This design comes from an exercise in tuning for small area and a short achievable clock period on the open sky130 flow, not from production work.
Where RTL was checked, it was by simulation tests only, not by an equivalence proof against the original.
Power figures rest on the tool's default switching activity, not on a simulated workload.

== the reference run ==
==> module c_nand4, before the edit <==
module c_nand4 (input logic a, input logic b, input logic c, input logic d, output logic y);
    assign y = ~(a & b & c & d);
endmodule
==> module c_mux2, before the edit <==
module c_mux2 (input logic a0, input logic a1, input logic s, output logic y);
    assign y = s ? a1 : a0;
endmodule
==> module d_nor3, before the edit <==
module d_nor3 (input logic a, input logic b, input logic c, output logic y);
    assign y = ~(a | b | c);
endmodule
==> module alu_dec, before the edit <==
module alu_dec (
        input  logic [2:0] func_code,
        input  logic [3:0] n,
        output logic       sub,
        output logic       arith,
        output logic       add,
        output logic       tp,
        output logic       tg,
        output logic       tn,
        output logic [3:0] s1,
        output logic [2:0] s2
    );
    wire [2:0] f = func_code;
    d_and3nnp  dsu (.a(f[2]), .b(f[1]), .c(f[0]), .y(sub));
    d_nor2     dar (.a(f[2]), .b(f[1]), .y(arith));
    d_nor3     dad (.a(f[2]), .b(f[1]), .c(f[0]), .y(add));
    d_and2np   dtp (.a(f[0]), .b(f[2]), .y(tp));
    wire e10;
    c_xor2     dx10 (.a(f[1]), .b(f[0]), .y(e10));
    c_and2     dtg (.a(f[2]), .b(e10), .y(tg));
    d_and3     dtn (.a(f[2]), .b(f[1]), .c(f[0]), .y(tn));
    wire e;
    c_xor2     dex (.a(n[1]), .b(f[0]), .y(e));
    d_and4nnnp ds0 (.a(f[2]), .b(n[1]), .c(n[0]), .d(f[1]), .y(s1[0]));
    d_and4nnpp ds1 (.a(f[2]), .b(e), .c(f[1]), .d(n[0]), .y(s1[1]));
    d_and4nnpp ds2 (.a(f[2]), .b(n[0]), .c(f[1]), .d(n[1]), .y(s1[2]));
    d_and4nppp ds3 (.a(f[2]), .b(f[1]), .c(n[0]), .d(e), .y(s1[3]));
    alu_s2     ds2s (.func_code(f), .n(n), .s2(s2));
endmodule
==> module alu, before the edit <==
module alu (
        input logic [11:0] a_in,
        input logic [11:0] bx,
        input logic cx,
        input logic [2:0] func_code,
        output logic [11:0] a_out,
        output logic carry_out,
        output logic equ_out,
        output logic overflow_out
    );
    localparam logic [12:0] CY_INV = 13'b0100110010110;
    wire sub, arith, add, tp, tg, tn;
    wire [3:0] s1;
    wire [2:0] s2;
    alu_dec dec (
        .func_code(func_code), .n(bx[3:0]), .sub(sub), .arith(arith), .add(add),
        .tp(tp), .tg(tg), .tn(tn), .s1(s1), .s2(s2)
    );
    wire [11:0] p, g, an, s, t, u, v, r1, rn, rm, ln;
    wire [12:0] cy;
    genvar i;
    generate
        for (i = 0; i < 12; i++) begin : pg
            c_xor2 hp (.a(a_in[i]), .b(bx[i]), .y(p[i]));
            c_and2 hg (.a(a_in[i]), .b(bx[i]), .y(g[i]));
            c_inv  ai (.a(a_in[i]), .y(an[i]));
        end
    endgenerate
    alu_carry carries (.g(g), .p(p), .c(cx), .cy(cy));
    c_xor2 sm0 (.a(p[0]), .b(cy[0]), .y(s[0]));
    c_xnor2 sm1 (.a(p[1]), .b(cy[1]), .y(s[1]));
    c_xnor2 sm2 (.a(p[2]), .b(cy[2]), .y(s[2]));
    c_xor2 sm3 (.a(p[3]), .b(cy[3]), .y(s[3]));
    c_xnor2 sm4 (.a(p[4]), .b(cy[4]), .y(s[4]));
    c_xor2 sm5 (.a(p[5]), .b(cy[5]), .y(s[5]));
    c_xor2 sm6 (.a(p[6]), .b(cy[6]), .y(s[6]));
    c_xnor2 sm7 (.a(p[7]), .b(cy[7]), .y(s[7]));
    c_xnor2 sm8 (.a(p[8]), .b(cy[8]), .y(s[8]));
    c_xor2 sm9 (.a(p[9]), .b(cy[9]), .y(s[9]));
    c_xor2 sm10 (.a(p[10]), .b(cy[10]), .y(s[10]));
    c_xnor2 sm11 (.a(p[11]), .b(cy[11]), .y(s[11]));
    generate
        for (i = 0; i < 12; i++) begin : outs
            c_aoi22 ru (.a1(s1[0]), .a2(a_in[i]), .b1(s1[1]), .b2(a_in[(i + 11) % 12]), .y(u[i]));
            c_aoi22 rv (.a1(s1[2]), .a2(a_in[(i + 10) % 12]), .b1(s1[3]), .b2(a_in[(i + 9) % 12]), .y(v[i]));
            c_nand2 r1o (.a(u[i]), .b(v[i]), .y(r1[i]));
            c_aoi22 r2a (.a1(s2[0]), .a2(r1[i]), .b1(s2[1]), .b2(r1[(i + 8) % 12]), .y(rn[i]));
            c_nand2 r2b (.a(s2[2]), .b(r1[(i + 4) % 12]), .y(rm[i]));
            c_aoi222 lg (.a1(tp), .a2(p[i]), .b1(tg), .b2(g[i]), .c1(tn), .c2(an[i]), .y(ln[i]));
            c_nand2 sg (.a(arith), .b(s[i]), .y(t[i]));
            c_nand4 o (.a(t[i]), .b(rn[i]), .c(rm[i]), .d(ln[i]), .y(a_out[i]));
        end
    endgenerate
    alu_equ eq (.p(p), .sub(sub), .equ(equ_out));
    wire ov0, ov1;
    c_and2    ova (.a(arith), .b(g[11]), .y(ov0));
    d_and3nnp ovb (.a(a_in[11]), .b(bx[11]), .c(arith), .y(ov1));
    c_mux2    ovm (.a0(ov1), .a1(ov0), .s(cy[11]), .y(overflow_out));
    c_mux2    com (.a0(sub), .a1(add), .s(cy[12]), .y(carry_out));
endmodule
==> flow/config.mk <==
export PLATFORM = sky130hd
export DESIGN_NAME = alu_top
export DESIGN_NICKNAME = alu_top
export VERILOG_FILES = /design/flow/design.v
export SDC_FILE = /design/flow/constraint.sdc
export NUM_CORES = 4
export LEC_CHECK = 0
export CAP_MARGIN = 20
export CORE_MARGIN = 2
export CORE_UTILIZATION = 40
export SETUP_SLACK_MARGIN = 2.2
export SLEW_MARGIN = 20
export SYNTH_HIERARCHICAL = 1
==> flow/constraint.sdc <==
create_clock -name core_clock -period 4.0 [get_ports {clk}]
set_input_delay 0.8000 -clock core_clock [delete_from_list [all_inputs] [get_ports {clk}]]
set_output_delay 0.8000 -clock core_clock [all_outputs]
set_load 0.01 [all_outputs]
standard.sh (not shown) runs the stock make flow with config.mk's settings and CLKGATE_MAP_FILE= SYNTH_SCRIPT=/design/flow/synth_recipe.tcl, a recipe that flattens the netlist after the stock synthesis.
==> flow/flow/run.sh <==
#!/bin/bash
# Own layout flow: the standard ORFS flow (standard.sh) with the standard
# synthesis unchanged, and two changes to the layout steps:
#  - before floorplanning, flow/downsize.tcl removes synthesis's buffers and
#    sets each logic cell to its smallest size, for the repair steps to
#    upsize where timing needs it;
#  - the port buffers are plain buffers (BUF_CELL) instead of the delay
#    cells that buffer_ports picks by default.
# Each step's output goes to a log file in the work folder; ORFS's own logs
# stay under orfs/logs.
set -euo pipefail
HERE=$(cd "$(dirname "$0")" && pwd)
BUF_CELL=${BUF_CELL:-sky130_fd_sc_hd__buf_1}
bash standard.sh synth > synth.log 2>&1
bash standard.sh "PRE_FLOORPLAN_TCL=$HERE/downsize.tcl" \
  "BUFFER_PORTS_ARGS=-buffer_cell $BUF_CELL" finish > layout.log 2>&1
==> flow/flow/downsize.tcl <==
# Before floorplanning: remove the buffers that synthesis inserted and set
# every combinational cell to the smallest library cell of the same function.
# The repair steps of the flow then buffer and upsize what the clock period
# needs. Registers keep their cells.
remove_buffers
set n_changed 0
foreach inst [[ord::get_db_block] getInsts] {
  set m [[$inst getMaster] getName]
  if {![regexp {^(sky130_fd_sc_hd__[a-z0-9]+)_([0-9]+)$} $m -> base drv]} { continue }
  if {[regexp {df|dl|sdf|edf|clk|conb|tap|fill|decap} $base]} { continue }
  set best ""
  set best_area 1e9
  foreach lc [get_lib_cells ${base}_*] {
    set name [get_name $lc]
    if {![regexp "^${base}_\[0-9\]+\$" $name]} { continue }
    if {[get_property $lc dont_use]} { continue }
    set a [get_property $lc area]
    if {$a < $best_area} { set best $name; set best_area $a }
  }
  if {$best ne "" && $best ne $m} {
    replace_cell [get_cells [$inst getName]] [get_lib_cells $best]
    incr n_changed
  }
}
puts "downsize: $n_changed cells changed"
The inputs of the trial run differ from those of the reference run as listed below.
--- a/flow/design.v
+++ b/flow/design.v
@@ -12,14 +12,8 @@
 endmodule
 module c_nand3 (input logic a, input logic b, input logic c, output logic y);
     assign y = ~(a & b & c);
 endmodule
-module c_nand4 (input logic a, input logic b, input logic c, input logic d, output logic y);
-    assign y = ~(a & b & c & d);
-endmodule
-module c_mux2 (input logic a0, input logic a1, input logic s, output logic y);
-    assign y = s ? a1 : a0;
-endmodule
 module c_xor2 (input logic a, input logic b, output logic y);
     assign y = a ^ b;
 endmodule
 module c_xnor2 (input logic a, input logic b, output logic y);
@@ -51,11 +45,8 @@
 endmodule
 module d_nor2 (input logic a, input logic b, output logic y);
     assign y = ~(a | b);
 endmodule
-module d_nor3 (input logic a, input logic b, input logic c, output logic y);
-    assign y = ~(a | b | c);
-endmodule
 module d_and4nnnp (input logic a, input logic b, input logic c, input logic d, output logic y);
     assign y = ~a & ~b & ~c & d;
 endmodule
 module d_and4nnpp (input logic a, input logic b, input logic c, input logic d, output logic y);
@@ -109,9 +100,8 @@
         input  logic [2:0] func_code,
         input  logic [3:0] n,
         output logic       sub,
         output logic       arith,
-        output logic       add,
         output logic       tp,
         output logic       tg,
         output logic       tn,
         output logic [3:0] s1,
@@ -119,9 +109,8 @@
     );
     wire [2:0] f = func_code;
     d_and3nnp  dsu (.a(f[2]), .b(f[1]), .c(f[0]), .y(sub));
     d_nor2     dar (.a(f[2]), .b(f[1]), .y(arith));
-    d_nor3     dad (.a(f[2]), .b(f[1]), .c(f[0]), .y(add));
     d_and2np   dtp (.a(f[0]), .b(f[2]), .y(tp));
     wire e10;
     c_xor2     dx10 (.a(f[1]), .b(f[0]), .y(e10));
     c_and2     dtg (.a(f[2]), .b(e10), .y(tg));
@@ -231,8 +220,19 @@
     assign cy[10] = gg37;
     assign cy[11] = gg38;
     assign cy[12] = gg39;
 endmodule
+module alu_flags (
+        input  logic c11,
+        input  logic c12,
+        input  logic sub,
+        input  logic arith,
+        output logic carry_out,
+        output logic overflow_out
+    );
+    assign carry_out = arith & (c12 ^ sub);
+    assign overflow_out = arith & (c11 ^ c12);
+endmodule
 module alu_equ (input logic [11:0] p, input logic sub, output logic equ);
     assign equ = sub ? (&p) : ~(|p);
 endmodule
 module alu (
@@ -245,16 +245,16 @@
         output logic equ_out,
         output logic overflow_out
     );
     localparam logic [12:0] CY_INV = 13'b0100110010110;
-    wire sub, arith, add, tp, tg, tn;
+    wire sub, arith, tp, tg, tn;
     wire [3:0] s1;
     wire [2:0] s2;
     alu_dec dec (
-        .func_code(func_code), .n(bx[3:0]), .sub(sub), .arith(arith), .add(add),
+        .func_code(func_code), .n(bx[3:0]), .sub(sub), .arith(arith),
         .tp(tp), .tg(tg), .tn(tn), .s1(s1), .s2(s2)
     );
-    wire [11:0] p, g, an, s, t, u, v, r1, rn, rm, ln;
+    wire [11:0] p, g, an, s, t, u, v, r1, rn, ln;
     wire [12:0] cy;
     genvar i;
     generate
         for (i = 0; i < 12; i++) begin : pg
@@ -280,21 +280,22 @@
         for (i = 0; i < 12; i++) begin : outs
             c_aoi22 ru (.a1(s1[0]), .a2(a_in[i]), .b1(s1[1]), .b2(a_in[(i + 11) % 12]), .y(u[i]));
             c_aoi22 rv (.a1(s1[2]), .a2(a_in[(i + 10) % 12]), .b1(s1[3]), .b2(a_in[(i + 9) % 12]), .y(v[i]));
             c_nand2 r1o (.a(u[i]), .b(v[i]), .y(r1[i]));
-            c_aoi22 r2a (.a1(s2[0]), .a2(r1[i]), .b1(s2[1]), .b2(r1[(i + 8) % 12]), .y(rn[i]));
-            c_nand2 r2b (.a(s2[2]), .b(r1[(i + 4) % 12]), .y(rm[i]));
+            c_aoi222 r2 (
+                .a1(s2[0]), .a2(r1[i]), .b1(s2[1]), .b2(r1[(i + 8) % 12]),
+                .c1(s2[2]), .c2(r1[(i + 4) % 12]), .y(rn[i])
+            );
             c_aoi222 lg (.a1(tp), .a2(p[i]), .b1(tg), .b2(g[i]), .c1(tn), .c2(an[i]), .y(ln[i]));
             c_nand2 sg (.a(arith), .b(s[i]), .y(t[i]));
-            c_nand4 o (.a(t[i]), .b(rn[i]), .c(rm[i]), .d(ln[i]), .y(a_out[i]));
+            c_nand3 o (.a(t[i]), .b(rn[i]), .c(ln[i]), .y(a_out[i]));
         end
     endgenerate
     alu_equ eq (.p(p), .sub(sub), .equ(equ_out));
-    wire ov0, ov1;
-    c_and2    ova (.a(arith), .b(g[11]), .y(ov0));
-    d_and3nnp ovb (.a(a_in[11]), .b(bx[11]), .c(arith), .y(ov1));
-    c_mux2    ovm (.a0(ov1), .a1(ov0), .s(cy[11]), .y(overflow_out));
-    c_mux2    com (.a0(sub), .a1(add), .s(cy[12]), .y(carry_out));
+    alu_flags fl (
+        .c11(~cy[11]), .c12(cy[12]), .sub(sub), .arith(arith),
+        .carry_out(carry_out), .overflow_out(overflow_out)
+    );
 endmodule
 module alu_top (
         input  logic        clk,
         input  logic [11:0] a_in,
Findings:
Compared with the reference run, the trial run shows a lower core box area. The reference run → the trial run: depth of the critical timing path with buffers and inverters included now sits lower; wire length after detailed routing grew by about 7.5%; routed length per instance +about 13%; worst-margin pin slew up 0.25 ns. [compare] base=the reference run new=the trial run: net switching share of the total power went up 1.2 points; clock skew held; cell area went up 1.4%. [the trial run vs the reference run] pre-CTS setup slack: higher in the trial run. [compare] base=the reference run new=the trial run: total number of tap cells decreased 3, number of setup buffers added after CTS has increased.
No functional check of the RTL was part of any run of this note.

* * *

exp/violet:
alu_top, a different RTL version from the one above (not shown whole).
Size in the first run: ~270 cells after synthesis.
==> module alu_pre, before the edit <==
module alu_pre (
        input  logic [11:0] a_in,
        input  logic [11:0] b_in,
        input  logic        carry_in,
        input  logic [2:0]  func_code,
        output logic [11:0] x,
        output logic [11:0] y,
        output logic        cn,
        output logic        sub,
        output logic        rot,
        output logic        equ
    );
    wire ya, ys, ta, td, tb, tg, tn;
    wire [3:1] s1;
    wire [2:0] s2;
    alu_dec dec (
        .func_code(func_code), .n(b_in[3:0]), .carry_in(carry_in),
        .sub(sub), .rot(rot), .ya(ya), .ys(ys), .cn(cn),
        .ta(ta), .td(td), .tb(tb), .tg(tg), .tn(tn), .s1(s1), .s2(s2)
    );
    wire [11:0] an, d, ua, ub, uc;
    genvar i;
    generate
        for (i = 0; i < 12; i++) begin : bits
            c_inv ai (.a(a_in[i]), .y(an[i]));
            c_xor2 df (.a(a_in[i]), .b(b_in[i]), .y(d[i]));
            c_aoi222 xa (
                .a1(ta), .a2(a_in[i]), .b1(s1[1]), .b2(a_in[(i + 11) % 12]),
                .c1(s1[2]), .c2(a_in[(i + 10) % 12]), .y(ua[i])
            );
            c_aoi222 xb (
                .a1(s1[3]), .a2(a_in[(i + 9) % 12]), .b1(td), .b2(d[i]),
                .c1(tb), .c2(b_in[i]), .y(ub[i])
            );
            c_aoi32 xc (.a1(tg), .a2(a_in[i]), .a3(b_in[i]), .b1(tn), .b2(an[i]), .y(uc[i]));
            c_nand3 xo (.a(ua[i]), .b(ub[i]), .c(uc[i]), .y(x[i]));
            if (i >= 9 && i < 12) begin : ysel
                alu_ys yo (.b(b_in[i]), .ya(ya), .ys(ys), .s(s2[i - 9]), .y(y[i]));
            end else begin : yb
                alu_y yo (.b(b_in[i]), .ya(ya), .ys(ys), .y(y[i]));
            end
        end
    endgenerate
    alu_equ eq (.d(d), .equ(equ));
endmodule
export LEC_CHECK = 0
export CAP_MARGIN = 20
export CORE_MARGIN = 2
export CORE_UTILIZATION = 40
export SETUP_SLACK_MARGIN = 2.0
export SLEW_MARGIN = 20
export SYNTH_HIERARCHICAL = 1
create_clock -name core_clock -period 4.0 [get_ports {clk}]
==> flow/flow/run.sh <==
#!/bin/bash
# Own layout flow: the standard ORFS flow (standard.sh) with the standard
# synthesis unchanged, and these changes to the layout steps:
#  - before floorplanning, flow/downsize.tcl removes synthesis's buffers and
#    sets each logic cell to its smallest size, for the repair steps to
#    upsize where timing needs it;
#  - the port buffers are plain buffers (BUF_CELL) instead of the delay
#    cells that buffer_ports picks by default;
#  - clock tree synthesis adds no dummy loads (CTS_ARGS).
# Each step's output goes to a log file in the work folder; ORFS's own logs
# stay under orfs/logs.
set -euo pipefail
HERE=$(cd "$(dirname "$0")" && pwd)
BUF_CELL=${BUF_CELL:-sky130_fd_sc_hd__buf_1}
CTS="-sink_clustering_enable -repair_clock_nets -dont_use_dummy_load"
bash standard.sh synth > synth.log 2>&1
bash standard.sh "PRE_FLOORPLAN_TCL=$HERE/downsize.tcl" \
  "BUFFER_PORTS_ARGS=-buffer_cell $BUF_CELL" "CTS_ARGS=$CTS" finish > layout.log 2>&1
Scripts as last shown in full above: flow/flow/downsize.tcl
exp/violet: PASS, flow complete, no timing, DRC or antenna violations
Edits applied to the flow inputs when going from exp/violet to exp/quartz:
-- flow/design.v --
<<< exp/violet, line 10
module c_nand3 (input logic a, input logic b, input logic c, output logic y);
    assign y = ~(a & b & c);
endmodule
module c_xor2 (input logic a, input logic b, output logic y);
>>> exp/quartz, line 10
module c_nand3 (input logic a, input logic b, input logic c, output logic y);
    assign y = ~(a & b & c);
endmodule
module c_nand4 (input logic a, input logic b, input logic c, input logic d, output logic y);
    assign y = ~(a & b & c & d);
endmodule
module c_aoi22 (input logic a1, input logic a2, input logic b1, input logic b2, output logic y);
    assign y = ~((a1 & a2) | (b1 & b2));
endmodule
module c_xor2 (input logic a, input logic b, output logic y);
<<< exp/violet, line 151
        .ta(ta), .td(td), .tb(tb), .tg(tg), .tn(tn), .s1(s1), .s2(s2)
    );
    wire [11:0] an, d, ua, ub, uc;
    genvar i;
    generate
>>> exp/quartz, line 157
        .ta(ta), .td(td), .tb(tb), .tg(tg), .tn(tn), .s1(s1), .s2(s2)
    );
    wire [11:0] an, d, ua, ub, ud, uc;
    genvar i;
    generate
<<< exp/violet, line 157
            c_inv ai (.a(a_in[i]), .y(an[i]));
            c_xor2 df (.a(a_in[i]), .b(b_in[i]), .y(d[i]));
            c_aoi222 xa (
                .a1(ta), .a2(a_in[i]), .b1(s1[1]), .b2(a_in[(i + 11) % 12]),
                .c1(s1[2]), .c2(a_in[(i + 10) % 12]), .y(ua[i])
            );
            c_aoi222 xb (
                .a1(s1[3]), .a2(a_in[(i + 9) % 12]), .b1(td), .b2(d[i]),
                .c1(tb), .c2(b_in[i]), .y(ub[i])
            );
            c_aoi32 xc (.a1(tg), .a2(a_in[i]), .a3(b_in[i]), .b1(tn), .b2(an[i]), .y(uc[i]));
            c_nand3 xo (.a(ua[i]), .b(ub[i]), .c(uc[i]), .y(x[i]));
            if (i >= 9 && i < 12) begin : ysel
                alu_ys yo (.b(b_in[i]), .ya(ya), .ys(ys), .s(s2[i - 9]), .y(y[i]));
>>> exp/quartz, line 163
            c_inv ai (.a(a_in[i]), .y(an[i]));
            c_xor2 df (.a(a_in[i]), .b(b_in[i]), .y(d[i]));
            c_aoi22 xa (.a1(s1[1]), .a2(a_in[(i + 11) % 12]), .b1(s1[2]), .b2(a_in[(i + 10) % 12]), .y(ua[i]));
            c_aoi22 xb (.a1(s1[3]), .a2(a_in[(i + 9) % 12]), .b1(ta), .b2(a_in[i]), .y(ub[i]));
            c_aoi22 xd (.a1(td), .a2(d[i]), .b1(tb), .b2(b_in[i]), .y(ud[i]));
            c_aoi32 xc (.a1(tg), .a2(a_in[i]), .a3(b_in[i]), .b1(tn), .b2(an[i]), .y(uc[i]));
            c_nand4 xo (.a(ua[i]), .b(ub[i]), .c(ud[i]), .d(uc[i]), .y(x[i]));
            if (i >= 9 && i < 12) begin : ysel
                alu_ys yo (.b(b_in[i]), .ya(ya), .ys(ys), .s(s2[i - 9]), .y(y[i]));
==> comparison <==
- exp/quartz completed end to end with timing, DRC and antenna clean.
- On pin slew with the least headroom to its limit: between exp/violet and exp/quartz, it ends up higher for exp/violet.
- Between exp/violet and exp/quartz, the flow reports cell count increasing by a few percent.
- Required arrival time at the worst endpoint: exp/violet and exp/quartz compared, lower one is exp/violet
- exp/violet → exp/quartz: die height shows an increase of about 0.8%; final setup slack of the worst path shows a reduction of 36 ps.
- Post-route clock skew on exp/quartz is behind exp/violet.
- The maximum fanout count along the critical path on exp/quartz is in line with that on exp/violet.
- Re post-route antenna net violation count: no difference whatsoever between exp/violet and exp/quartz.
- [exp/quartz vs exp/violet] power per standard cell area: lower in exp/quartz
Only the layout flow was run in exp/quartz; the RTL was not checked for function there.

-- separate check: timing with driven ports --
Ports are ideal in the flow. The routed layouts listed here were re-timed in OpenROAD. Step 1: set_driving_cell puts a clkbuf_16 on clk and a buf_2 on each other input, an assumption about the parent block. Step 2 adds t to the input delays and takes it off the output delays; t is the mean of the earliest and latest rising clock arrival at the registers after step 1. Input paths then give back, and output paths get back, about the clock's delay inside the block. Three values: ideal, step 1, step 2; two values: the first two.
| run | t, ns | setup WS [ns] | pins driven straight from the clock port |
|---|---|---|---|
| the reference run | 0.322 | 2.240 / 2.240 / 2.027 | 1 |
| the trial run | 0.331 | 2.139 / 2.139 / 2.045 | 1 |
| exp/violet | 0.309 | 2.108 / 2.111 / 1.802 | 1 |
| exp/quartz | 0.313 | 2.072 / 2.072 / 1.759 | 1 |
After both steps every run listed still meets setup and hold. For exp/quartz, which loses most, drivers alone change the setup slack by 0.000 ns; drivers and shift together by -0.313 ns.
